Source: an optimization exercise on an open RTL-to-GDS flow (aim: a short achievable clock period and few clock cycles). Production flows keep margins and buffers that such runs may drop.
Function was checked by simulation only, so behaviour that the tests miss may differ from the original.
Power is estimated from default activity; no workload was simulated.

$ cat design/flow/design.v
module CPU(
	input wire [8:0] in_Din,
	input wire in_clk,
	input wire in_re,
	input wire in_run,
	output wire [8:0] out_Addr,
	output wire [8:0] out_Dout,
	output wire out_W
);
	localparam CN = 16, CB = 4;
	reg [8:0] FA;                   
	reg       IRV;                  
	reg       pld, pst, pjr;        
	reg [8:0] R0, R1, R2, R3, R4, R5, R6, G;
	reg [6:0] WEN;                  
	reg [8:0] RES;
	reg       W;
	reg [8:0] DO;
	reg [2:0] rx;
	reg       d_x7, d_mv, d_mvi, d_add, d_sub, d_ld, d_st, d_mvnz, d_halt;
	reg [2:0] iy;                   
	reg [8:0] OX, OY;
	reg       FX, FY;
	reg [8:0] EPC;                  
	reg [8:0] AFT;                  
	reg       IMMV;                 
	reg [8:0] IMM;
	reg [2:0] LRX;                  
	reg          CV [0:CN-1];
	reg [8-CB:0] CT [0:CN-1];
	reg [8:0]    CD [0:CN-1];
	assign out_Addr = FA;
	assign out_Dout = DO;
	assign out_W    = W;
	wire [8:0] FA1 = FA + 9'd1;
	wire [8:0] FA2 = FA + 9'd2;
	wire norm = !(pld || pst || pjr);
	wire ex   = norm && IRV;
	wire [8:0] vx  = FX ? RES : OX;
	wire [8:0] vy  = FY ? RES : OY;
	wire [8:0] add = vx + vy;
	wire [8:0] dif = vx - vy;
	wire       gnz = |G;
	wire e_wr  = ex && (d_mv || d_mvi || d_add || d_sub || (d_mvnz && gnz));  
	wire e_wen = e_wr && !d_x7;
	wire e_j   = e_wr && d_x7;
	wire e_ldst  = ex && (d_ld || d_st);
	wire e_halt  = ex && d_halt;
	wire e_mviu  = ex && d_mvi && !IMMV;     
	wire e_mvic  = ex && d_mvi && IMMV;
	wire [8:0] e_val =
		({9{ex && d_add}} & add) |
		({9{ex && d_sub}} & dif) |
		({9{ex && (d_mv || d_mvnz)}} & vy) |
		({9{e_mvic}} & IMM) |
		({9{e_mviu || pld}} & in_Din);
	wire [2:0] dop = in_Din[8:6];
	wire [2:0] dx  = in_Din[5:3];
	wire [2:0] dy  = in_Din[2:0];
	wire [8:0] C0 = WEN[0] ? RES : R0;
	wire [8:0] C1 = WEN[1] ? RES : R1;
	wire [8:0] C2 = WEN[2] ? RES : R2;
	wire [8:0] C3 = WEN[3] ? RES : R3;
	wire [8:0] C4 = WEN[4] ? RES : R4;
	wire [8:0] C5 = WEN[5] ? RES : R5;
	wire [8:0] C6 = WEN[6] ? RES : R6;
	function [8:0] sel8;
		input [2:0] i;
		input [8:0] a0, a1, a2, a3, a4, a5, a6, a7;
		begin
			case (i)
				3'd0: sel8 = a0;
				3'd1: sel8 = a1;
				3'd2: sel8 = a2;
				3'd3: sel8 = a3;
				3'd4: sel8 = a4;
				3'd5: sel8 = a5;
				3'd6: sel8 = a6;
				default: sel8 = a7;
			endcase
		end
	endfunction
	wire [8:0] OXn = sel8(dx, C0, C1, C2, C3, C4, C5, C6, FA);
	wire [8:0] OYn = sel8(dy, C0, C1, C2, C3, C4, C5, C6, FA);
	wire [8:0] RESP1 = RES + 9'd1;
	wire [8:0] IMMP1 = IMM + 9'd1;
	wire [8:0] P0 = (e_mvic && rx == 3'd0) ? IMMP1 : WEN[0] ? RESP1 : R0 + 9'd1;
	wire [8:0] P1 = (e_mvic && rx == 3'd1) ? IMMP1 : WEN[1] ? RESP1 : R1 + 9'd1;
	wire [8:0] P2 = (e_mvic && rx == 3'd2) ? IMMP1 : WEN[2] ? RESP1 : R2 + 9'd1;
	wire [8:0] P3 = (e_mvic && rx == 3'd3) ? IMMP1 : WEN[3] ? RESP1 : R3 + 9'd1;
	wire [8:0] P4 = (e_mvic && rx == 3'd4) ? IMMP1 : WEN[4] ? RESP1 : R4 + 9'd1;
	wire [8:0] P5 = (e_mvic && rx == 3'd5) ? IMMP1 : WEN[5] ? RESP1 : R5 + 9'd1;
	wire [8:0] P6 = (e_mvic && rx == 3'd6) ? IMMP1 : WEN[6] ? RESP1 : R6 + 9'd1;
	wire [8:0] TJ = sel8(dy, P0, P1, P2, P3, P4, P5, P6, FA1);
	wire hz   = e_wen && !e_mvic && rx == dy;    
	wire f_j  = dx == 3'd7 && !hz &&
	            (dop == 3'b000 || (dop == 3'b110 && gnz && !(ex && (d_add || d_sub))));
	wire [CB-1:0] l_idx = FA[CB-1:0];
	wire          l_hit = CV[l_idx] && CT[l_idx] == FA[8:CB];
	wire f_mvic = dop == 3'b001 && l_hit;
	wire [8:0] FAS = f_mvic ? FA2 : FA1;      
	integer k;
	always @(posedge in_clk) begin
		if (in_re) begin
			for (k = 0; k < CN; k = k + 1) CV[k] <= 1'b0;
		end else if (in_run && !pst && e_mviu) begin
			CV[EPC[CB-1:0]] <= 1'b1;
		end
	end
	always @(posedge in_clk) begin
		if (!in_re && in_run && !pst && e_mviu) begin
			CT[EPC[CB-1:0]] <= EPC[8:CB];
			CD[EPC[CB-1:0]] <= in_Din;
		end
	end
	always @(posedge in_clk) begin
		if (in_re) begin
			R0 <= 9'd0; R1 <= 9'd0; R2 <= 9'd0; R3 <= 9'd0;
			R4 <= 9'd0; R5 <= 9'd0; R6 <= 9'd0;
		end else begin
			if (WEN[0]) R0 <= RES;
			if (WEN[1]) R1 <= RES;
			if (WEN[2]) R2 <= RES;
			if (WEN[3]) R3 <= RES;
			if (WEN[4]) R4 <= RES;
			if (WEN[5]) R5 <= RES;
			if (WEN[6]) R6 <= RES;
		end
	end
	always @(posedge in_clk) begin
		if (in_run && !pst) RES <= e_val;
	end
	always @(posedge in_clk) begin
		if (in_re) begin
			G <= 9'd0;
		end else if (in_run && ex && (d_add || d_sub)) begin
			G <= d_sub ? dif : add;
		end
	end
	always @(posedge in_clk) begin
		if (in_re || !in_run || pst) WEN <= 7'd0;
		else if (pld) WEN <= (7'd1 << LRX) & 7'h7f;
		else if (e_wen) WEN <= (7'd1 << rx) & 7'h7f;
		else WEN <= 7'd0;
	end
	task take;
		begin
			rx <= dx; iy <= dy; d_x7 <= dx == 3'd7;
			d_mv <= dop == 3'b000; d_mvi <= dop == 3'b001;
			d_add <= dop == 3'b010; d_sub <= dop == 3'b011;
			d_ld <= dop == 3'b100; d_st <= dop == 3'b101;
			d_mvnz <= dop == 3'b110; d_halt <= dop == 3'b111;
			OX <= OXn; OY <= OYn;
			EPC <= FA; AFT <= FAS;
			IMMV <= f_mvic; IMM <= CD[l_idx];
			IRV <= 1'b1;
		end
	endtask
	always @(posedge in_clk) begin
		if (in_re) begin
			FA <= 9'd0; IRV <= 1'b0; pld <= 1'b0; pst <= 1'b0; pjr <= 1'b0; W <= 1'b0;
		end else begin
			W <= 1'b0;
			if (pst) begin
				pst <= 1'b0;
				FA <= AFT;
			end else if (in_run) begin
				if (pld) begin
					pld <= 1'b0;
					if (LRX == 3'd7) begin
						pjr <= 1'b1; IRV <= 1'b0;
					end else begin
						FA <= AFT;
						FX <= rx == LRX;
						FY <= iy == LRX;
					end
				end else if (pjr) begin
					pjr <= 1'b0;
					FA <= RESP1;
				end else if (e_halt) begin
				end else if (e_ldst) begin
					FA <= vy; LRX <= rx;
					pld <= d_ld; pst <= d_st; W <= d_st; DO <= vx;
					take;
					FX <= 1'b0; FY <= 1'b0;
				end else if (e_j) begin
					IRV <= 1'b0;
					if (d_mv || d_mvnz) FA <= vy + 9'd1;
					else if (IMMV && d_mvi) FA <= IMMP1;
					else pjr <= 1'b1;          
				end else if (e_mviu) begin
					IRV <= 1'b0;
					FA <= FA1;
				end else if (f_j) begin
					IRV <= 1'b0;
					FA <= TJ;
				end else begin
					take;
					FX <= e_wen && rx == dx;
					FY <= e_wen && rx == dy;
					FA <= FAS;
				end
			end
		end
	end
endmodule
$ cat design/flow/constraint.sdc
create_clock -name core_clock -period 6.0 [get_ports {in_clk}]
set_input_delay 1.2000 -clock core_clock [delete_from_list [all_inputs] [get_ports {in_clk}]]
set_output_delay 1.2000 -clock core_clock [all_outputs]
set_load 0.01 [all_outputs]
$ cat design/flow/run.sh
#!/bin/bash
# synth_recipe.tcl (not shown) runs the flow's synth.tcl, then flattens the netlist and writes it again
# the make line also repeats each setting of config.mk as NAME=value (left out here)
make -C /OpenROAD-flow-scripts/flow DESIGN_CONFIG=/design/flow/config.mk WORK_HOME=/design/flow/orfs CLKGATE_MAP_FILE= SYNTH_SCRIPT=/design/flow/synth_recipe.tcl finish
$ cat design/flow/config.mk
export PLATFORM = sky130hd
export DESIGN_NAME = CPU
export DESIGN_NICKNAME = CPU
export VERILOG_FILES = /design/flow/design.v
export SDC_FILE = /design/flow/constraint.sdc
export NUM_CORES = 4
export LEC_CHECK = 0
export ABC_CLOCK_PERIOD_IN_PS = 1500
export CAP_MARGIN = 20
export CORE_MARGIN = 2
export CORE_UTILIZATION = 40
export PLACE_DENSITY = 0.6
export SETUP_SLACK_MARGIN = 4.0
export SLEW_MARGIN = 20
export TNS_END_PERCENT = 100
==> run notes <==
-- flip-flops by register name, summed over array words and instances, names as in the netlist, 7 cells and up, named ones only --
| signal | cells |
|---|---|
| CD | 144 |
| CT | 80 |
| CV | 16 |
| AFT | 9 |
| DO | 9 |
| EPC | 9 |
| FA | 9 |
| G | 9 |
| IMM | 9 |
| OX | 9 |
| OY | 9 |
| R0 | 9 |
| R1 | 9 |
| R2 | 9 |
| R3 | 9 |
| R4 | 9 |
| R5 | 9 |
| R6 | 9 |
| RES | 9 |
| WEN | 7 |
-- per-stage QoR --
stage | total power, mW | instances | utilization
6_report | 8.03 | 3007 | 0.548
5_1_grt | 8.24 | 3005 | 0.547
4_1_cts | 7.82 | 2937 | 0.522
3_5_place_dp | 4.60 | 2675 | 0.433
3_3_place_gp | 4.59 | 2675 | 0.433
2_1_floorplan | 4.23 | 1992 | -
-- where the power goes --
group,switching (mW),leakage [nW],internal (mW),total [mW]
clock,1.23,0.741,1.67,2.91
sequential,0.0916,3.73,3.20,3.30
combinational,1.03,5.90,0.799,1.83
total,2.36,10.4,5.68,8.03
-- cell type report --
class                           count  area (sq um)
Inverter                           60           244
Multi-Input combinational cell   1368         11900
Antenna cell                        2          5.00
Fill cell                        4538         25000
Timing Repair Buffer              326          4100
Clock inverter                     23           250
Sequential cell                   420         11600
Clock buffer                       60          1280
Tap cell                          748           936
-- repair_timing --
action	CTS	global route
endpoints found under the setup margin	463	413
endpoints found under the hold margin	0	0
buffers inserted	164	59
pin swaps	101	73
resized for setup	415	158
cloned	15	9
-- cells by family after synthesis --
group / count (synthesis)
adder cells (fa/ha/maj): 30
AND/OR/NAND/NOR: 602
buffers and inverters: 204
AO/OA/AOI/OAI: 406
XOR/XNOR: 106
multiplexers: 224
flip-flops: 420
-- cell usage after synthesis, types with 9 or more instances --
cell type,instances,share of area
a211oi_1,21,0.0071
a21oi_1,82,0.018
a22oi_1,10,0.0034
a31oi_1,13,0.0036
and3_1,20,0.0056
buf_1,28,0.0047
clkbuf_1,104,0.017
dfxtp_1,112,0.10
edfxtp_1,308,0.41
ha_1,28,0.016
inv_1,59,0.0099
mux2_2,21,0.011
mux2i_1,134,0.060
mux4_2,64,0.065
nand2_1,102,0.017
nand2b_1,31,0.0087
nand3_1,62,0.014
nand4_1,27,0.0076
nor2_1,235,0.039
nor2b_1,20,0.0056
nor3_1,46,0.010
o211ai_1,33,0.011
o21ai_0,80,0.018
o22ai_1,52,0.015
o32ai_1,9,0.0035
xnor2_1,61,0.024
xor2_1,45,0.018
-- placed cells by master, fill, tap and decap left out, types with 10 or more instances in the layout --
| cell type | synthesis | layout |
|---|---|---|
| o21ai_0 | 80 | 38 |
| mux2i_2 | 0 | 15 |
| clkbuf_16 | 0 | 56 |
| o21ai_2 | 1 | 17 |
| o22ai_1 | 52 | 35 |
| nand4_1 | 27 | 27 |
| clkinv_1 | 1 | 13 |
| buf_4 | 2 | 149 |
| dfxtp_1 | 112 | 91 |
| buf_12 | 0 | 46 |
| nor3_1 | 46 | 32 |
| nor2_1 | 235 | 198 |
| nand2_1 | 102 | 93 |
| inv_1 | 59 | 54 |
| a21oi_2 | 0 | 22 |
| and3_1 | 20 | 18 |
| o211ai_1 | 33 | 33 |
| xor2_1 | 45 | 41 |
| mux4_2 | 64 | 69 |
| nor2b_1 | 20 | 12 |
| o21ai_1 | 6 | 28 |
| buf_8 | 0 | 13 |
| mux2_2 | 21 | 13 |
| a21oi_1 | 82 | 56 |
| dfxtp_4 | 0 | 17 |
| edfxtp_1 | 308 | 308 |
| ha_1 | 28 | 24 |
| nand3_1 | 62 | 59 |
| nand2b_1 | 31 | 20 |
| nor3_2 | 0 | 10 |
| buf_16 | 0 | 19 |
| xnor2_1 | 61 | 55 |
| o22ai_2 | 0 | 15 |
| mux2i_1 | 134 | 104 |
| a211oi_1 | 21 | 15 |
| nor2_4 | 0 | 29 |
| mux2i_4 | 0 | 15 |
| buf_6 | 3 | 71 |
-- worst max-delay path, delay by kind of cell (launching register included) --
family | cells | cell delay (ns)
buffers and inverters | 2 | 0.32
flip-flops | 1 | 0.35
AO/OA/AOI/OAI | 4 | 0.80
AND/OR/NAND/NOR | 5 | 1.49
-- routing by layer --
layer,up-vias,wire length [um]
li1,8008,-
met1,9567,34600
met2,1298,40200
met3,382,9730
met4,0,6620
met5,-,0
-- worst paths after layout --
kind / from / to
hold / removal: CV[13]$_DFF_P_ / CV[13]$_DFF_P_
setup reg to reg: pjr$_SDFFE_PP0P_ / FA[8]$_SDFFE_PP0P_
setup / recovery: pjr$_SDFFE_PP0P_ / FA[8]$_SDFFE_PP0P_
hold reg to reg: CV[13]$_DFF_P_ / CV[13]$_DFF_P_
==> metrics.yaml <==
run_status:
  outcome: "no timing/DRC/antenna violations"
clock_network:
  cts_tree: "built"
  postCtsHoldBufs: 0
  cts_root_buffer: "clkbuf_16"
  clock_path_buffers: 3
  htree_num_levels: 2
  path_clk_slew_ns: 0.06
  clk_latency_ns: 0.62
  cts_buffers: 46
  cts.sink_count: 420
synth:
  synth_edf_count: 308
  synth_top_family_by_area: "multiplexers"
  async_reset_ff_frac: 0
  yosysWarnings: 1
  synth_nets: 2034
  ys_ff_latch: 420
  synth_fa_ha_area_frac: 0.0175
  syn_area_sq_um: 22300
  synth_compound_area_frac: 0.122
  yosysSeqAreaShare: 0.514
  synth_flop_cell: "edfxtp_1"
  synth_xor_area_frac: 0.0416
  synth_cells: 1992
  avgSynthCellArea_sq_um: 11.2
  muxShareOfSynthArea: 0.141
  synth-simple-area-share: 0.128
  yosys.cell_types.count: 81
timing:
  finalCriticalPeriod_ns: 3.13
  setup_viol: 0
  tightest_slew_ns: 0.992
  rsz0062_at_grt: "yes"
  fin_ws_ns: 2.87
  hold_violations: 0
  fin_hold_ws_ns: 0.476
  fin_skew_ns: 0.0214
  finalSetupTns_ns: 0
  min_period_over_period: 0.521
  final_max_slew_viol_count: 0
  max_freq_mhz: 320
  maxSlewHeadroom: 0.339
global_route:
  grt_use_total: 0.308
  antenna_found_initial: 1
  grt_use_met3: 0.0634
  grt_overflow: 0
  busiest_layer: "met2"
  grt_pass1_wl_um: 128000
  grt_max_degree: 75
  grt_pass1_vias: 18200
  grt_use_met1: 0.406
  grt_use_met2: 0.468
layout:
  design_area_sq_um: 30200
  drive_gt1_frac: 0.339
  final_nets: 2264
  area_delta_synth_final_pct: 35.3
worst_setup_path:
  crit_chain: "buf_12 > or4b_4 > a311oi_4 > buf_4 > nor2_2 > nor2_1 > nor3_1 > and2_4 > a31o_4 > a31oi_1 > a31oi_1"
  slowest_stage: "or4b_4"
  cp.arrival_ns: 3.58
  regToRegSetupSlack_ns: 2.87
  cpMostUsedCell: "a31oi_1"
  r2r_cells: 11
  crit_required_ns: 6.46
  cp_slowest_stage_delay_ns: 0.59
  critPathLaunchType: "flop"
  critPathKind: "flop to flop"
  endpoint_kind: "flop"
  path_max_fanout: 6
floorplanning:
  fp.coreArea_sq_um: 55200
  initial_core_util: 0.405
  ios: 31
  die_y_um: 240
  dieWidth_um: 240
  dieArea_sq_um: 57700
  rows: 86
place:
  port_buffers: 30
  dp_hpwl_um: 56000
  pre_cts_ws_ns: 1.70
  gp_congestion: 1.05
  placed_cell_area_sq_um: 23900
min_path:
  hold_class: "flop to flop"
  hold_depth: 2
routing:
  wirelength_um: 91200
  firstDrtPassIters: 9
  drc: 0
  viasPerCell: 6.40
  vias: 19300
  wire_per_inst_um: 30.3
  final_antenna_net_count: 0
  drt-initial-drc-count: 2463
power:
  power_density_nw_per_um2: 266
  p_leak_nw: 10.4
  peakVddDrop_v: 0.000253
run:
  max_cap_violations: 0
Testbench counts, summed over its fixed seeds: cycles 16,059.

## port drivers added, routing unchanged
The results above use ideal ports. As a check the final layout listed here was re-extracted and re-timed, cells and wires unchanged.
Step 1: set_driving_cell puts a clkbuf_16 on in_clk and a buf_2 on each other input, an assumption about the parent block.
Step 2 adds t to the input delays and takes it off the output delays; t is the mean of the earliest and latest rising clock arrival at the registers after step 1. Input paths then give back, and output paths get back, about the clock's delay inside the block.
Three values: ideal, step 1, step 2; two values: the first two.
t, ns: 0.667
slack for setup (ns): 2.874 / 2.874 / 2.314
worst setup path after step 2: input to register
latest minus earliest clock arrival (ns): 0.023 / 0.023
worst register clock-pin slew, ns: 0.07 / 0.07
After both steps this run still meets setup and hold. The setup slack of this run moves by 0.000 ns with the drivers and by -0.560 ns with both steps.
